Source: an optimization exercise on an open RTL-to-GDS flow (aim: small area). Production flows keep margins and buffers that such runs may drop.
The RTL was checked by simulation tests, not by an equivalence proof against the original design.
Power and IR drop assume default switching activity.

File: design.v
`timescale 1ns / 1ps
module Acker_Timer (clock, reset,
					start, done
				   );
parameter TIMER_WIDTH = 26;  
input clock, reset;
input [TIMER_WIDTH-1:0] start;
output done;
reg done;
reg [TIMER_WIDTH-1:0] counter, counter_next;
always @(posedge clock)
  begin
	if (reset == 1'b0)   
	  counter <= {TIMER_WIDTH{1'b0}};
	else
	  counter <= counter_next;
  end  
always @(counter or start)
  begin
	if (start != {TIMER_WIDTH{1'b0}})
	  counter_next = start;            
	else if (counter != {TIMER_WIDTH{1'b0}})
	  counter_next = counter - 1'b1;   
	else
	  counter_next = counter;          
  end  
always @(counter)   
  begin
	if (counter == {TIMER_WIDTH{1'b0}})
	  done = 1'b1;   
	else
	  done = 1'b0;   
  end  
endmodule  
 `timescale 1ns / 1ps
 module PWM (
    input	 wire	 clock,
    input  wire		reset,
    input wire power,
    input wire [7:0] voltage,
    output reg analogOutput
  );
  reg [7:0] count;
  always @(posedge clock)
  begin
    if(reset == 1'b0)   
      count <= 8'b0;
    else
    begin
      if(voltage > count)
        analogOutput <= 1'b1 & power;
      else
        analogOutput <= 1'b0;
      count <= count + 1;
    end
  end  
endmodule  
 `timescale 1ns / 1ps
 module order_control(
  input	 wire	clock,
  input   wire	reset,
 	input wire rs232_Data_out_valid, 
	input wire [7:0] rs232_Data_out, 
	output reg oc_rotation_on, 
	output reg [7:0] oc_distance, 
	output reg oc_power, 
	output reg oc_action, 
  output reg [INTERVAL_WIDTH-1:0] sampling_interval, 
  output reg [1:0] sampling_sensor, 
  output reg set_sampling_interval 
);
parameter TIMER_WIDTH = 25; 
parameter TIMER_START_PUMP = 25'd20_000_000;   
parameter TIMER_START_ROTATION = 25'd30000; 
parameter TIMER_ZERO = {TIMER_WIDTH{1'b0}};
parameter INTERVAL_WIDTH = 36;
parameter [INTERVAL_WIDTH-1:0] INTERVAL_UNIT = 36'd3_000_000_000;
reg [TIMER_WIDTH-1:0] timer_start;
wire timer_done;
Acker_Timer #(TIMER_WIDTH) order_timer (
.clock(clock),
.reset(reset),
.start(timer_start),
.done(timer_done)
);
parameter WATER_OUT = 1'b0, FERTILISER_OUT = 1'b1;
parameter SENSOR1 = 2'd0,
	  SENSOR2 = 2'd1,
	  SENSOR3 = 2'd2,
	  SENSOR4 = 2'd3;
parameter [2:0]
     RECEIVE_BYTE0_STATE = 3'd0,
	  RECEIVE_BYTE1_STATE = 3'd1,
	  RECEIVE_BYTE2_STATE = 3'd2,
	  ROTATION_STATE = 3'd3,
	  PUMP_STATE = 3'd4;
reg [2:0] state; 
reg [4:0] pump_time; 
reg [7:0] position; 
reg [7:0] last_position; 
reg last_rs232_Data_out_valid; 
reg [2:0] next_state;
reg [7:0] next_position;
reg [7:0] next_last_position;
reg [4:0] next_pump_time;
reg next_last_rs232_Data_out_valid;
reg [INTERVAL_WIDTH-1:0] next_sampling_interval;
reg [1:0] next_sampling_sensor;
reg next_set_sampling_interval;
reg [7:0] next_oc_distance;
reg next_oc_action;
reg next_oc_power;
reg next_oc_rotation_on;
always @ (posedge clock)
begin
  if(reset == 1'b0)  
  begin
    state <= RECEIVE_BYTE0_STATE; 
    last_rs232_Data_out_valid<= 1'b0;
	  pump_time <= 5'b0;
    position  <= 8'b0;
    last_position <= 8'b0;
    sampling_interval <= 35'b0;
    sampling_sensor <= SENSOR1;
    set_sampling_interval <= 1'b0;
    oc_rotation_on <= 1'b0;
    oc_distance <= 8'b0;
    oc_action <= WATER_OUT;
    oc_power <= 1'b0;
  end else 
  begin
    state <= next_state;
    position <= next_position;
	 last_position <= next_last_position;
    last_rs232_Data_out_valid<= next_last_rs232_Data_out_valid;
	 pump_time <= next_pump_time;
    sampling_interval <= next_sampling_interval;
    sampling_sensor <= next_sampling_sensor;
    set_sampling_interval <= next_set_sampling_interval;
    oc_distance <= next_oc_distance;
    oc_rotation_on <= next_oc_rotation_on;
    oc_power <= next_oc_power;
    oc_action <= next_oc_action;
  end
end
always @ (state, rs232_Data_out_valid, rs232_Data_out, timer_done,
last_rs232_Data_out_valid, oc_distance, position, last_position, oc_action, oc_power, pump_time)
begin
  next_last_rs232_Data_out_valid = rs232_Data_out_valid;
  case(state)
    RECEIVE_BYTE0_STATE: 
		 begin
		  if(rs232_Data_out_valid && (last_rs232_Data_out_valid == 1'b0) && rs232_Data_out[7:6] == 2'b00)
		  begin 
			next_pump_time = rs232_Data_out[4:0]; 
			next_oc_action = rs232_Data_out[5]; 
			next_state = RECEIVE_BYTE1_STATE; 
			next_sampling_interval = 35'b0;
			next_sampling_sensor = SENSOR1;
			next_set_sampling_interval = 1'b0;
		  end else if(rs232_Data_out_valid && (last_rs232_Data_out_valid == 1'b0) && rs232_Data_out[7:6] == 2'b01)
		  begin 
			next_sampling_interval = INTERVAL_UNIT * rs232_Data_out[3:0];
			next_sampling_sensor = rs232_Data_out[5:4]; 
			next_set_sampling_interval = 1'b1;
			next_pump_time = 5'b0;
			next_oc_action = WATER_OUT;
			next_state = RECEIVE_BYTE0_STATE; 
		  end else 
		  begin
			next_sampling_interval = 35'b0;
			next_sampling_sensor = SENSOR1;
			next_set_sampling_interval = 1'b0;
			next_pump_time = 5'b0;
			next_oc_action = WATER_OUT;
			next_state = RECEIVE_BYTE0_STATE; 
		  end 
			next_oc_distance = 8'b0; 
			next_oc_power = 1'b0; 
			next_oc_rotation_on = 1'b0; 
			next_position  = 8'b0;
			next_last_position = last_position;
			timer_start = TIMER_ZERO;
		 end 
    RECEIVE_BYTE1_STATE: 
		 begin
			if(rs232_Data_out_valid && (last_rs232_Data_out_valid == 1'b0))
			begin
			  next_position = rs232_Data_out - last_position; 
			  next_last_position = rs232_Data_out;
			  next_state = RECEIVE_BYTE2_STATE; 
			end else
			begin
			  next_position  = 8'b0;
			  next_last_position = last_position;
			  next_state = RECEIVE_BYTE1_STATE;
			end
			next_oc_action = oc_action; 
			next_oc_distance = 8'b0; 
			next_oc_power = 1'b0; 
			next_oc_rotation_on = 1'b0; 
			next_sampling_interval = 35'b0;
			next_sampling_sensor = SENSOR1;
			next_set_sampling_interval = 1'b0;
			next_pump_time = pump_time; 
			timer_start = TIMER_ZERO; 
		 end  
    RECEIVE_BYTE2_STATE: 
		 begin
			if(rs232_Data_out_valid && (last_rs232_Data_out_valid == 1'b0))
			begin
			 next_oc_distance = rs232_Data_out; 
			 next_oc_rotation_on = 1'b1; 
			 timer_start = TIMER_START_ROTATION; 
			 next_state = ROTATION_STATE; 
			end else
			begin
			  next_oc_distance = 8'b0;
			  next_oc_rotation_on = 1'b0; 
			  timer_start = TIMER_ZERO;
			  next_state = RECEIVE_BYTE2_STATE;
			end
			next_position = position; 
			next_last_position = last_position;
			next_pump_time = pump_time; 
			next_sampling_interval = 35'b0;
			next_sampling_sensor = SENSOR1;
			next_set_sampling_interval = 1'b0;
			next_oc_action = oc_action; 
			next_oc_power = 1'b0; 
		 end  
		ROTATION_STATE: 
		begin
		  if(position == 8'b0) 
		  begin
		    next_position = 8'b0; 
		    next_oc_rotation_on = 1'b0; 
		    timer_start = TIMER_START_PUMP; 
		    next_state = PUMP_STATE;
		  end else if(timer_done) 
		  begin
		    next_position = position - 1; 
		    next_oc_rotation_on = 1'b1; 
		    timer_start = TIMER_START_ROTATION; 
		    next_state = ROTATION_STATE; 
		  end else 
		  begin
		    next_position = position; 
		    next_oc_rotation_on = 1'b1; 
		    timer_start = TIMER_ZERO;
		    next_state = ROTATION_STATE; 
		  end
		  next_last_position = last_position;
		  next_pump_time = pump_time;
		  next_last_position = last_position;
		  next_sampling_interval = 35'b0;
		  next_sampling_sensor = SENSOR1;
		  next_set_sampling_interval = 1'b0;
		  next_oc_power = 1'b0; 
		  next_oc_action = oc_action;
		  next_oc_distance = oc_distance;
		end  
    PUMP_STATE: 
		 begin
			if(pump_time == 5'b0) 
			begin
			  next_pump_time = 5'b0; 
			  next_oc_power = 1'b0; 
			  next_oc_action = WATER_OUT; 
			  timer_start = TIMER_ZERO; 
			  next_state = RECEIVE_BYTE0_STATE;
			end else if(timer_done)
			begin
			  next_pump_time = pump_time - 1; 
			  next_oc_power = 1'b1; 
			  next_oc_action = oc_action; 
			  timer_start = TIMER_START_PUMP; 
			  next_state = PUMP_STATE; 
			end else 
			begin
			  next_pump_time = pump_time; 
			  next_oc_power = 1'b1; 
			  next_oc_action = oc_action; 
			  timer_start = TIMER_ZERO; 
			  next_state = PUMP_STATE; 
			end
			next_last_position = last_position;
			next_position = 8'b0;
			next_sampling_interval = 35'b0;
			next_sampling_sensor = SENSOR1;
			next_set_sampling_interval = 1'b0;
			next_oc_distance = oc_distance;
			next_oc_rotation_on = 1'b0; 
		 end 
    default:
		 begin
			next_oc_distance = 8'b0;
			next_oc_rotation_on = 1'b0;
			next_oc_action = WATER_OUT;
			next_oc_power = 1'b0;
			next_sampling_interval = 35'b0;
			next_sampling_sensor = SENSOR1;
			next_set_sampling_interval = 1'b0;
			timer_start = TIMER_ZERO;
			next_state = RECEIVE_BYTE0_STATE;
			next_last_rs232_Data_out_valid = 1'b0;
			next_pump_time = 5'b0;
			next_last_position = 8'b0;
			next_position  = 8'b0;
		 end 
  endcase 
end
endmodule  
 `timescale 1ns / 1ps
 module adc_controller (
  input	 wire	 clock,
  input  wire		reset,
 	input  wire		    adc_Data_out_valid, 
	input  wire	[13:0] adc_Data_out_ch0, 
	input  wire	[13:0] adc_Data_out_ch1, 
  input 	wire        da_Ready_for_Data_in,
  output reg  [13:0] da_Data_in,
  output reg		   da_Data_in_valid,
  output reg  [1:0]  da_sensor_type,
  input wire [TIMER_WIDTH-1:0] sampling_interval, 
  input wire [1:0] sampling_sensor, 
  input wire set_sampling_interval 
);
parameter SENSOR1 = 2'd0,
	  SENSOR2 = 2'd1,
	  SENSOR3 = 2'd2,
	  SENSOR4 = 2'd3;
parameter INTRO_STATE = 3'd0,
 SENSOR1_STATE = 3'd1,
 SENSOR2_STATE = 3'd2,
 SENSOR3_STATE = 3'd3,
 SENSOR4_STATE = 3'd4;
parameter TIMER_WIDTH = 36; 
parameter TIMER_ZERO = {TIMER_WIDTH{1'b0}};
parameter DELAY_START = 36'd5000000;
parameter [TIMER_WIDTH-1:0] DEFAULT_INTERVAL1 = 36'd20_000_000;
parameter [TIMER_WIDTH-1:0] DEFAULT_INTERVAL2 = 36'd21_000_000;
parameter [TIMER_WIDTH-1:0] DEFAULT_INTERVAL3 = 36'd22_000_000;
parameter [TIMER_WIDTH-1:0] DEFAULT_INTERVAL4 = 36'd23_000_000;
reg [TIMER_WIDTH-1:0] delay_start;
wire delay_done;
Acker_Timer #(TIMER_WIDTH) ADControl_delay (
.clock(clock),
.reset(reset),
.start(delay_start),
.done(delay_done)
);
reg [TIMER_WIDTH-1:0] timer1_start;
wire timer1_done;
Acker_Timer #(TIMER_WIDTH) ADControl_timer1 (
.clock(clock),
.reset(reset),
.start(timer1_start),
.done(timer1_done)
);
reg [TIMER_WIDTH-1:0] timer2_start;
wire timer2_done;
Acker_Timer #(TIMER_WIDTH) ADControl_timer2 (
.clock(clock),
.reset(reset),
.start(timer2_start),
.done(timer2_done)
);
reg [TIMER_WIDTH-1:0] timer3_start;
wire timer3_done;
Acker_Timer #(TIMER_WIDTH) ADControl_timer3 (
.clock(clock),
.reset(reset),
.start(timer3_start),
.done(timer3_done)
);
reg [TIMER_WIDTH-1:0] timer4_start;
wire timer4_done;
Acker_Timer #(TIMER_WIDTH) ADControl_timer4 (
.clock(clock),
.reset(reset),
.start(timer4_start),
.done(timer4_done)
);
reg [TIMER_WIDTH-1:0] sensor1_interval;
reg [TIMER_WIDTH-1:0] sensor2_interval;
reg [TIMER_WIDTH-1:0] sensor3_interval;
reg [TIMER_WIDTH-1:0] sensor4_interval;
reg [TIMER_WIDTH-1:0] next_sensor1_interval;
reg [TIMER_WIDTH-1:0] next_sensor2_interval;
reg [TIMER_WIDTH-1:0] next_sensor3_interval;
reg [TIMER_WIDTH-1:0] next_sensor4_interval;
reg [2:0] state;
reg [2:0] next_state;
reg next_da_Data_in_valid;
reg [13:0]  next_da_Data_in;
reg [1:0] next_da_sensor_type;
always@(posedge clock)
begin
  if(reset == 1'b0)   
  begin
    state <= INTRO_STATE;
    da_Data_in <= 14'b0;
    da_Data_in_valid <= 1'b0;
    da_sensor_type <= SENSOR1;
    sensor1_interval <= DEFAULT_INTERVAL1;
    sensor2_interval <= DEFAULT_INTERVAL2;
    sensor3_interval <= DEFAULT_INTERVAL3;
    sensor4_interval <= DEFAULT_INTERVAL4;
  end else 
  begin
    da_sensor_type <= next_da_sensor_type;
    da_Data_in <= next_da_Data_in;
    da_Data_in_valid <= next_da_Data_in_valid;
    sensor1_interval <= next_sensor1_interval;
    sensor2_interval <= next_sensor2_interval;
    sensor3_interval <= next_sensor3_interval;
    sensor4_interval <= next_sensor4_interval;
    state <= next_state;
  end
end
always@(state,timer1_done,timer2_done,timer3_done,delay_done,timer4_done,adc_Data_out_valid,
da_Ready_for_Data_in,da_sensor_type,adc_Data_out_ch0,adc_Data_out_ch1,
sampling_sensor,sampling_interval,set_sampling_interval,
sensor1_interval, sensor2_interval, sensor3_interval, sensor4_interval)
begin
  if(set_sampling_interval == 1'b1)
      case(sampling_sensor)
			SENSOR1:
			begin
			  next_sensor1_interval = sampling_interval;
			  timer1_start = sampling_interval;
			  next_sensor2_interval = sensor2_interval;
			  next_sensor3_interval = sensor3_interval;
			  next_sensor4_interval = sensor4_interval;
			end
			SENSOR2:
			begin
			  next_sensor1_interval = sensor1_interval;
			  next_sensor2_interval = sampling_interval;
			  timer2_start = sampling_interval;
			  next_sensor3_interval = sensor3_interval;
			  next_sensor4_interval = sensor4_interval;
			end
			SENSOR3:
			begin
			  next_sensor1_interval = sensor1_interval;
			  next_sensor2_interval = sensor2_interval;
			  next_sensor3_interval = sampling_interval;
			  timer3_start = sampling_interval;
			  next_sensor4_interval = sensor4_interval;
			end
			SENSOR4:
			begin
			  next_sensor1_interval = sensor1_interval;
			  next_sensor2_interval = sensor2_interval;
			  next_sensor3_interval = sensor3_interval;
			  next_sensor4_interval = sampling_interval;
			  timer4_start = sampling_interval;
			end
			default:
			begin
				next_sensor1_interval = DEFAULT_INTERVAL1;
				next_sensor2_interval = DEFAULT_INTERVAL2;
				next_sensor3_interval = DEFAULT_INTERVAL3;
				next_sensor4_interval = DEFAULT_INTERVAL4;
			end
		endcase 
  else
  begin
    next_sensor1_interval = sensor1_interval;
    next_sensor2_interval = sensor2_interval;
    next_sensor3_interval = sensor3_interval;
    next_sensor4_interval = sensor4_interval;
  end
  case(state)
    INTRO_STATE: 
    begin
		  next_da_Data_in = 14'b0;
		  next_da_Data_in_valid = 1'b0;
		  next_da_sensor_type = SENSOR1;
		  timer1_start = DEFAULT_INTERVAL1;
  		  timer2_start = DEFAULT_INTERVAL2;
		  timer3_start = DEFAULT_INTERVAL3;
		  timer4_start = DEFAULT_INTERVAL4;
		  delay_start = DELAY_START;
		  next_state = SENSOR1_STATE; 
    end
    SENSOR1_STATE: 
    begin
      if(adc_Data_out_valid && da_Ready_for_Data_in && timer1_done && delay_done)
      begin
        next_da_Data_in = adc_Data_out_ch0; 
        next_da_Data_in_valid = 1'b1;
		  next_da_sensor_type = SENSOR1;
        timer1_start = sensor1_interval;
		  delay_start = DELAY_START;
      end else
      begin
		  next_da_Data_in = da_Data_in;
        next_da_Data_in_valid = 1'b0;
		  next_da_sensor_type = da_sensor_type;
		  delay_start = TIMER_ZERO;
        timer1_start = TIMER_ZERO;
      end
		timer2_start = TIMER_ZERO;
		timer3_start = TIMER_ZERO;
      timer4_start = TIMER_ZERO;
		next_state = SENSOR2_STATE; 
    end 
    SENSOR2_STATE: 
    begin
      if(adc_Data_out_valid && da_Ready_for_Data_in && timer2_done && delay_done)
      begin
        next_da_Data_in = adc_Data_out_ch1;
        next_da_Data_in_valid = 1'b1;
        next_da_sensor_type = SENSOR2;
        timer2_start = sensor2_interval;
        delay_start = DELAY_START;
	  end else
	  begin
		 next_da_Data_in = da_Data_in;
		 next_da_Data_in_valid = 1'b0;
		 next_da_sensor_type = da_sensor_type;
		 timer2_start = TIMER_ZERO;
		 delay_start = TIMER_ZERO;
	  end
	  timer1_start = TIMER_ZERO;
	  timer3_start = TIMER_ZERO;
	  timer4_start = TIMER_ZERO;
	  next_state = SENSOR3_STATE; 
	  end 
    SENSOR3_STATE: 
    begin
      if(adc_Data_out_valid && da_Ready_for_Data_in && timer3_done && delay_done)
      begin
        next_da_Data_in = adc_Data_out_ch0;
        next_da_Data_in_valid = 1'b1;
        next_da_sensor_type = SENSOR3;
        timer3_start = sensor3_interval;
        delay_start = DELAY_START;
      end else
      begin
		  next_da_Data_in = da_Data_in;
        next_da_Data_in_valid = 1'b0;
        next_da_sensor_type = da_sensor_type;
        timer3_start = TIMER_ZERO;
        delay_start = TIMER_ZERO;
      end
      timer1_start = TIMER_ZERO;
      timer2_start = TIMER_ZERO;
      timer4_start = TIMER_ZERO;
      next_state = SENSOR4_STATE; 
    end 
    SENSOR4_STATE: 
    begin
      if(adc_Data_out_valid && da_Ready_for_Data_in && timer4_done && delay_done)
      begin
        next_da_Data_in = adc_Data_out_ch1;
        next_da_Data_in_valid = 1'b1;
        next_da_sensor_type = SENSOR4;
        timer4_start = sensor4_interval;
        delay_start = DELAY_START;
      end else
      begin
		  next_da_Data_in = da_Data_in;
        next_da_Data_in_valid = 1'b0;
		  next_da_sensor_type = da_sensor_type;
        timer4_start = TIMER_ZERO;
		  delay_start = TIMER_ZERO;
      end
      timer1_start = TIMER_ZERO;
      timer2_start = TIMER_ZERO;
      timer3_start = TIMER_ZERO;
      next_state = SENSOR1_STATE; 
    end 
    default:
    begin
      next_state = INTRO_STATE;
      next_da_Data_in = 14'b0;
      next_da_Data_in_valid = 1'b0;
		next_da_sensor_type = SENSOR1;
      timer1_start = DEFAULT_INTERVAL1;
      timer2_start = DEFAULT_INTERVAL2;
      timer3_start = DEFAULT_INTERVAL3;
      timer4_start = DEFAULT_INTERVAL4;
		delay_start = DELAY_START;
    end 
  endcase
end
endmodule 
 `timescale 1ns / 1ps
 module data_access(
  input	 wire	 clock,
  input  wire		reset,
  output 	reg          da_Ready_for_Data_in, 
  input 	 wire  [13:0]  da_Data_in, 
  input 	 wire		       da_Data_in_valid, 
  input 	 wire  [1:0]  da_sensor_type, 
  output reg rs232_Data_in_valid,  
  output reg [7:0] rs232_Data_in,        
  input wire rs232_Ready_for_Data_in          
  );
parameter TIMER_WIDTH = 13; 
parameter TIMER_START = 13'd5000;   
parameter TIMER_ZERO = {TIMER_WIDTH{1'b0}};
reg [TIMER_WIDTH-1:0] timer_start;
wire timer_done;
Acker_Timer #(TIMER_WIDTH) transmission_timer (
.clock(clock),
.reset(reset),
.start(timer_start),
.done(timer_done)
);
parameter [1:0] IDLE_STATE = 2'd0,
    BYTE0_SEND_STATE = 2'd1,
	  BYTE1_SEND_STATE = 2'd2;
reg [1:0] state;
reg [1:0] next_state;
reg next_da_Ready_for_Data_in; 
reg [7:0] next_rs232_Data_in;
reg next_rs232_Data_in_valid;
always@(posedge clock)
begin
  if(reset == 1'b0)   
  begin
    state <= IDLE_STATE;
    da_Ready_for_Data_in <= 1'b1;
    rs232_Data_in <= 8'b0;
    rs232_Data_in_valid <= 1'b0;
  end else 
  begin
    da_Ready_for_Data_in <= next_da_Ready_for_Data_in;
    rs232_Data_in <= next_rs232_Data_in;
    rs232_Data_in_valid <= next_rs232_Data_in_valid;
    state <= next_state;
  end
end
always@(state or rs232_Ready_for_Data_in or rs232_Data_in or da_Data_in_valid or da_Data_in or da_sensor_type or timer_done)
begin
  case(state)
    IDLE_STATE: 
    begin
      if(da_Data_in_valid)
		begin
        next_da_Ready_for_Data_in = 1'b0; 
		  next_state = BYTE0_SEND_STATE; 
		end else
		begin
		  next_da_Ready_for_Data_in = 1'b1; 
		  next_state = IDLE_STATE; 
      end
      next_rs232_Data_in = rs232_Data_in;
      next_rs232_Data_in_valid = 1'b0; 
		timer_start = TIMER_ZERO;
    end
    BYTE0_SEND_STATE: 
    begin
      if(rs232_Ready_for_Data_in == 1'b1)
      begin
        next_rs232_Data_in = {da_sensor_type, da_Data_in[13:8]}; 
        next_rs232_Data_in_valid = 1'b1; 
        next_state = BYTE1_SEND_STATE; 
		  timer_start = TIMER_START;
      end else
      begin
        next_rs232_Data_in = rs232_Data_in;
        next_rs232_Data_in_valid = 1'b0; 
        next_state = BYTE0_SEND_STATE; 
		  timer_start = TIMER_ZERO;
      end
      next_da_Ready_for_Data_in = 1'b0; 
    end
    BYTE1_SEND_STATE: 
    begin
      if(timer_done && rs232_Ready_for_Data_in)
      begin
        next_rs232_Data_in = da_Data_in[7:0]; 
        next_rs232_Data_in_valid = 1'b1; 
		  next_da_Ready_for_Data_in = 1'b1; 
        next_state = IDLE_STATE; 
      end else
		begin
		  next_rs232_Data_in = rs232_Data_in; 
		  next_rs232_Data_in_valid = 1'b0; 
		  next_da_Ready_for_Data_in = 1'b0; 
		  next_state = BYTE1_SEND_STATE; 
		end
		timer_start = TIMER_ZERO;
    end
    default:
    begin
		next_state = IDLE_STATE;
      next_rs232_Data_in = 8'b0;
		next_rs232_Data_in_valid = 1'b0;
		next_da_Ready_for_Data_in = 1'b1;
		timer_start = TIMER_ZERO;
    end
  endcase
end
 endmodule 
`timescale 1ns / 1ps
module ackerchip (
  input  wire        clock,
  input  wire        reset,                    
  input  wire        rs232_Data_out_valid,
  input  wire [7:0]  rs232_Data_out,
  input  wire        rs232_Ready_for_Data_in,
  output wire        rs232_Data_in_valid,
  output wire [7:0]  rs232_Data_in,
  input  wire        adc_Data_out_valid,
  input  wire [13:0] adc_Data_out_ch0,
  input  wire [13:0] adc_Data_out_ch1,
  output wire        oc_rotation_on,
  output wire        oc_power,
  output wire        oc_action,
  output wire        pwm_out
);
localparam INTERVAL_WIDTH = 19;
wire [7:0]  oc_distance;
wire [INTERVAL_WIDTH-1:0] sampling_interval;
wire [1:0]  sampling_sensor;
wire        set_sampling_interval;
wire        da_Ready_for_Data_in;
wire [13:0] da_Data_in;
wire        da_Data_in_valid;
wire [1:0]  da_sensor_type;
order_control #(
  .TIMER_WIDTH(12),
  .TIMER_START_PUMP(12'd2000),
  .TIMER_START_ROTATION(12'd30),
  .INTERVAL_WIDTH(INTERVAL_WIDTH),
  .INTERVAL_UNIT(19'd30000)
) u_order_control (
  .clock(clock),
  .reset(reset),
  .rs232_Data_out_valid(rs232_Data_out_valid),
  .rs232_Data_out(rs232_Data_out),
  .oc_rotation_on(oc_rotation_on),
  .oc_distance(oc_distance),
  .oc_power(oc_power),
  .oc_action(oc_action),
  .sampling_interval(sampling_interval),
  .sampling_sensor(sampling_sensor),
  .set_sampling_interval(set_sampling_interval)
);
PWM u_pwm (
  .clock(clock),
  .reset(reset),
  .power(oc_power),
  .voltage(oc_distance),
  .analogOutput(pwm_out)
);
adc_controller #(
  .TIMER_WIDTH(INTERVAL_WIDTH),
  .DELAY_START(19'd250),
  .DEFAULT_INTERVAL1(19'd6000),
  .DEFAULT_INTERVAL2(19'd6800),
  .DEFAULT_INTERVAL3(19'd7700),
  .DEFAULT_INTERVAL4(19'd8500)
) u_adc_controller (
  .clock(clock),
  .reset(reset),
  .adc_Data_out_valid(adc_Data_out_valid),
  .adc_Data_out_ch0(adc_Data_out_ch0),
  .adc_Data_out_ch1(adc_Data_out_ch1),
  .da_Ready_for_Data_in(da_Ready_for_Data_in),
  .da_Data_in(da_Data_in),
  .da_Data_in_valid(da_Data_in_valid),
  .da_sensor_type(da_sensor_type),
  .sampling_interval(sampling_interval),
  .sampling_sensor(sampling_sensor),
  .set_sampling_interval(set_sampling_interval)
);
data_access #(
  .TIMER_WIDTH(7),
  .TIMER_START(7'd50)
) u_data_access (
  .clock(clock),
  .reset(reset),
  .da_Ready_for_Data_in(da_Ready_for_Data_in),
  .da_Data_in(da_Data_in),
  .da_Data_in_valid(da_Data_in_valid),
  .da_sensor_type(da_sensor_type),
  .rs232_Data_in_valid(rs232_Data_in_valid),
  .rs232_Data_in(rs232_Data_in),
  .rs232_Ready_for_Data_in(rs232_Ready_for_Data_in)
);
endmodule
File: run.sh
#!/bin/bash
# synth_recipe.tcl (not shown) runs the flow's synth.tcl, then flattens the netlist and writes it again
# the make line also repeats each setting of config.mk as NAME=value (left out here)
make -C /OpenROAD-flow-scripts/flow DESIGN_CONFIG=/design/flow/config.mk WORK_HOME=/design/flow/orfs CLKGATE_MAP_FILE= SYNTH_SCRIPT=/design/flow/synth_recipe.tcl finish
File: config.mk
export PLATFORM = sky130hd
export DESIGN_NAME = ackerchip
export DESIGN_NICKNAME = ackerchip
export VERILOG_FILES = /design/flow/design.v
export SDC_FILE = /design/flow/constraint.sdc
export NUM_CORES = 4
export LEC_CHECK = 0
export CAP_MARGIN = 20
export CORE_MARGIN = 2
export CORE_UTILIZATION = 40
export PLACE_DENSITY = 0.6
export SLEW_MARGIN = 20
File: constraint.sdc
create_clock -name core_clock -period 10.0 [get_ports {clock}]
set_input_delay 2.0000 -clock core_clock [delete_from_list [all_inputs] [get_ports {clock}]]
set_output_delay 2.0000 -clock core_clock [all_outputs]
set_load 0.01 [all_outputs]
==> summary.md <==
| Metric | Value |
|---|---|
| Final non-filler cell total | `about 2100` |
| Final min period | `around 4.8 ns` |
| Largest net degree at the start of global routing | `65` |
| Total track usage | `0.1918` |
| WL final | `approximately 34000 um` |
| Post-Syn Area | `around 13000 um2` |
| Die Wd | `187.6 um` |
| Syn Area/Cell | `8.257 um2` |
| CP Capture Type | `register` |
| Final setup fails | `0` |
| Max layer used | `met4` |
| Peak Freq | `208.1 MHz` |
| Syn Inst Count | `1633` |
| Worst R2R Path Depth | `8` |
| Die Ht | `187.6 um` |
| Setup ws final | `5.195 ns` |
| Met1 Wirelength | `16080 um` |
| PwrDens | `202.8 nW/um2` |
| Adder-Cell Fraction of Synth Area | `0.06124` |
| Synth Area in Compound Gates | `0.1551` |
| Met3 wire len | `1569 um` |
| Die ar. | `35200 um2` |
| Final Skew | `0.01831 ns` |
| Placed Instances | `a little over 2000` |
| DR DRC count | `0` |
| Syn Nets | `between 1500 and 2000` |
| Vias/cell | `roughly 5.4` |
| CP Class | `primary input to register` |
| Worst VDD drop | `158.3 uV` |
| Tot Pwr | `roughly 0.0031 W` |
| Number of nets still failing antenna checks after routing | `0` |
| Post-synth ARST share | `0` |
| Period utilization | `0.4805` |
| Share of layout cells above drive strength 1 | `0.06480` |
| Setup WS pre-CTS | `between 4 and 5 ns` |
| First-pass GRT wire length | `between 50000 and 60000 um` |
| Worst endpoint data arrival time | `5.29 ns` |
| Clock Latency Late Sink | `0.57 ns` |
| # port buffers | `53` |
| Clock Path Buffers | `3` |
| LEAKAGE | `about 6 nW` |
| Post-DP HPWL | `23910 um` |
| Initial Util | `0.4041` |
| CP max FO | `11` |
| Hold-fix buffers, CTS | `0` |
| Wire per inst | `16.11 um` |
| Slew @ Worst Pin | `1.060 ns` |
| Routability cong. | `0.8499` |
| Status | `timing/DRC/antenna clean` |
| Max Slew Vio Count | `0` |
| Post-synth top flop | `dfxtp_1` |
| Postcts setup bufs | `0` |
| Mux share of post-synthesis cell area | `0.003712` |
| GR Overflow Total | `0` |
| RSZ-0062 raised after global routing | `false` |
| CTS tree | `built` |
| R2r startpoint | `u_adc_controller.ADControl_delay.counter[0]` |
| Vias | `11570` |
| Xor-xnor portion of the synthesized cell area | `0.07600` |
| Worst hold path class | `register to register` |
| I/O pin total | `54` |
| Simple-gate share of the synthesized area | `0.2671` |
| Rel. slew slack | `0.2869` |
| Crit path launch type | `primary input` |
| Final hold vios | `0` |
| Critical Path Start | `rs232_Data_out[2]` |
| Yosys warning total | `7` |
| H-tree levels | `1` |
| Nets | `1761` |
| CP Data Required Time | `10.48 ns` |
| R2R setup slack | `6.54 ns` |
| Seq/Total Area, Yosys | `0.4031` |
| Num Clock Sinks | `roughly 270` |
| Synthesis-stage register bit count | `271` |
| R2R Path End | `u_adc_controller.ADControl_timer1.counter[7]` |
| Vias in the first global route | `11000` |
| Clk root buf | `clkbuf_16` |
| Critical Path End | `u_order_control.sampling_interval[18]` |
| # rows | `67` |
| Worst hold start | `u_data_access.transmission_timer.counter[6]` |
| Core Region | `33360 um2` |
| Iteration-0 DRC count of the detailed router | `between 800 and 900` |
| Antenna violations before repair | `0` |
| Area growth syn-to-layout | `15.10%` |
| Clock-pin slew on the worst setup and hold paths | `roughly 0.060 ns` |
| Total Neg Setup Slack | `0 ns` |
| Largest family of logic cells by synthesized area | `simple AND/OR/NAND/NOR gates` |
| Ant. Diodes | `0` |
| Cts repair resizes | `0` |
| Num CTS Buffers | `31` |
| Post-synth EDFFs | `1` |
| Netlist cell types | `71` |
| First drt pass iteration count | `5` |
| Max-cap violations | `0` |
| Met2 WL post-DR | `around 16000 um` |
==> per-layer routing <==
layer / vias up / GRT usage
met1: 5446 / 0.2552
met4: 0 / 0.05088
met5: - / 0
met2: 263 / 0.3265
li1: 5801 / -
met3: 57 / 0.02658
==> critical path, cell delays in order <==
cell and delay, ns:
clkdlybuf4s50_1 0.80, ha_1 0.37, fa_1 0.47, ha_1 0.35
inv_1 0.04, or3_1 0.41, o21ai_0 0.24, a2111oi_0 0.16
or3_1 0.32, a21oi_1 0.13
==> Yosys cell counts, types with 8 or more instances <==
cell type / count / share of area
xor2_1: 55 / 0.036
nor2_1: 188 / 0.052
xnor2_1: 62 / 0.040
clkbuf_1: 64 / 0.018
nand3_1: 85 / 0.032
or4_1: 13 / 0.0072
or2_2: 18 / 0.0084
a22o_1: 11 / 0.0071
nor3_1: 45 / 0.017
nand2_1: 196 / 0.055
nor2b_1: 13 / 0.0060
nor4_1: 47 / 0.022
nand4_1: 12 / 0.0056
inv_1: 45 / 0.013
nand3b_1: 12 / 0.0067
ha_1: 58 / 0.054
or3_1: 17 / 0.0079
a22oi_1: 62 / 0.035
nand2b_1: 27 / 0.013
o21ai_0: 32 / 0.012
and2_1: 14 / 0.0065
dfxtp_1: 270 / 0.40
a21oi_1: 131 / 0.049
a221oi_1: 8 / 0.0052
a31oi_1: 8 / 0.0037
==> per-stage QoR <==
stage	instance area (um2)	hold WS [ns]	util
2_1_floorplan	13480	0.4279	-
3_3_place_gp	14380	0.4352	0.4311
3_5_place_dp	14380	0.4433	0.4311
4_1_cts	15520	0.4510	0.4651
5_1_grt	15520	0.4740	0.4652
6_report	15520	0.4466	0.4652
==> area by class of cell <==
type / instances / area, um2
Clock buffer: 41 / 884.6
Sequential cell: 271 / 5435
Timing Repair Buffer: 65 / 615.6
Tap cell: 448 / 560.5
Inverter: 45 / 171.4
Fill cell: 3314 / 17840
Multi-Input combinational cell: 1243 / 7604
Clock inverter: 17 / 249.0
==> power by group <==
group / total (W) / switching [W] / internal, W
Combinational: 0.000666 / 0.000376 / 0.000289
Sequential: 0.00124 / 0.0000778 / 0.00116
Clock: 0.00124 / 0.000468 / 0.000775
==> logic make-up (layout without fill, tap and decap cells) <==
kind of cell             count (synthesis)  in the layout
AND/OR/NAND/NOR                        733            733
buffers and inverters                  119            168
flip-flops                             271            271
multiplexers                             5              5
AO/OA/AOI/OAI                          325            325
XOR/XNOR                               117            117
adder cells (fa/ha/maj)                 63             63
==> registers in the layout, summed over array words and instances, names as in the netlist, 8 cells and up <==
register	flops
u_adc_controller.ADControl_timer4.counter	19
u_pwm.count	8
u_data_access.rs232_Data_in	8
u_order_control.position	8
u_adc_controller.sensor2_interval	15
u_order_control.last_position	8
u_adc_controller.da_Data_in	14
u_order_control.order_timer.counter	12
u_adc_controller.sensor3_interval	16
u_adc_controller.ADControl_timer3.counter	19
u_order_control.sampling_interval	15
u_order_control.oc_distance	8
u_adc_controller.sensor1_interval	15
u_adc_controller.sensor4_interval	16
u_adc_controller.ADControl_timer1.counter	19
u_adc_controller.ADControl_delay.counter	19
u_adc_controller.ADControl_timer2.counter	19
==> cell usage in the layout, fill, tap and decap left out, types with 11 or more instances in the layout <==
cell type / netlist / routed
nand3_1: 85 / 85
or3_1: 17 / 17
nand4_1: 12 / 12
inv_1: 45 / 44
nand3b_1: 12 / 12
a22oi_1: 62 / 62
xor2_1: 55 / 55
a22o_1: 11 / 11
or2_2: 18 / 18
dfxtp_1: 270 / 270
nor2_1: 188 / 188
and2_1: 14 / 14
nor4_1: 47 / 47
xnor2_1: 62 / 62
o21ai_0: 32 / 32
nand2b_1: 27 / 27
clkbuf_16: 0 / 32
nor2b_1: 13 / 12
a21oi_1: 131 / 131
buf_4: 1 / 12
or4_1: 13 / 13
clkdlybuf4s50_1: 0 / 52
nand2_1: 196 / 196
nor3_1: 45 / 45
ha_1: 58 / 58
==> worst min-delay path by stage <==
stage	to	slack, ns	cells after the start
after floorplan	u_data_access.transmission_timer.counter[6]	0.43	2
after global placement	u_data_access.transmission_timer.counter[6]	0.44	2
after detailed placement	u_data_access.transmission_timer.counter[6]	0.44	2
after CTS	u_data_access.transmission_timer.counter[6]	0.45	2
after global routing	u_data_access.transmission_timer.counter[6]	0.47	2
final	u_data_access.transmission_timer.counter[6]	0.45	2

## port drivers added, routing unchanged
How much do the figures lean on ideal ports? The routed layout below was timed once more, with nothing changed but the port constraints. Step 1 sets driving cells, clkbuf_16 on the clock port and buf_2 on the other inputs (assumed; they add their load-dependent delay and slew). Step 2 adds t to the input delays and takes it off the output delays; t is the mean of the earliest and latest rising clock arrival at the registers after step 1. Input paths then give back, and output paths get back, about the clock's delay inside the block. a / b / c = ideal ports / drivers / drivers and shift; a / b = the first two.
t, ns: 0.603
setup WS [ns]: 5.195 / 5.207 / 4.604
hold WS [ns]: 0.447 / 0.447 / 0.447
worst setup path after step 2: input to register
slew at the worst register clock pin (ns): 0.06 / 0.06
After both steps setup and hold are still met in this run. The setup slack of this run moves by +0.012 ns with the drivers and by -0.591 ns with both steps.
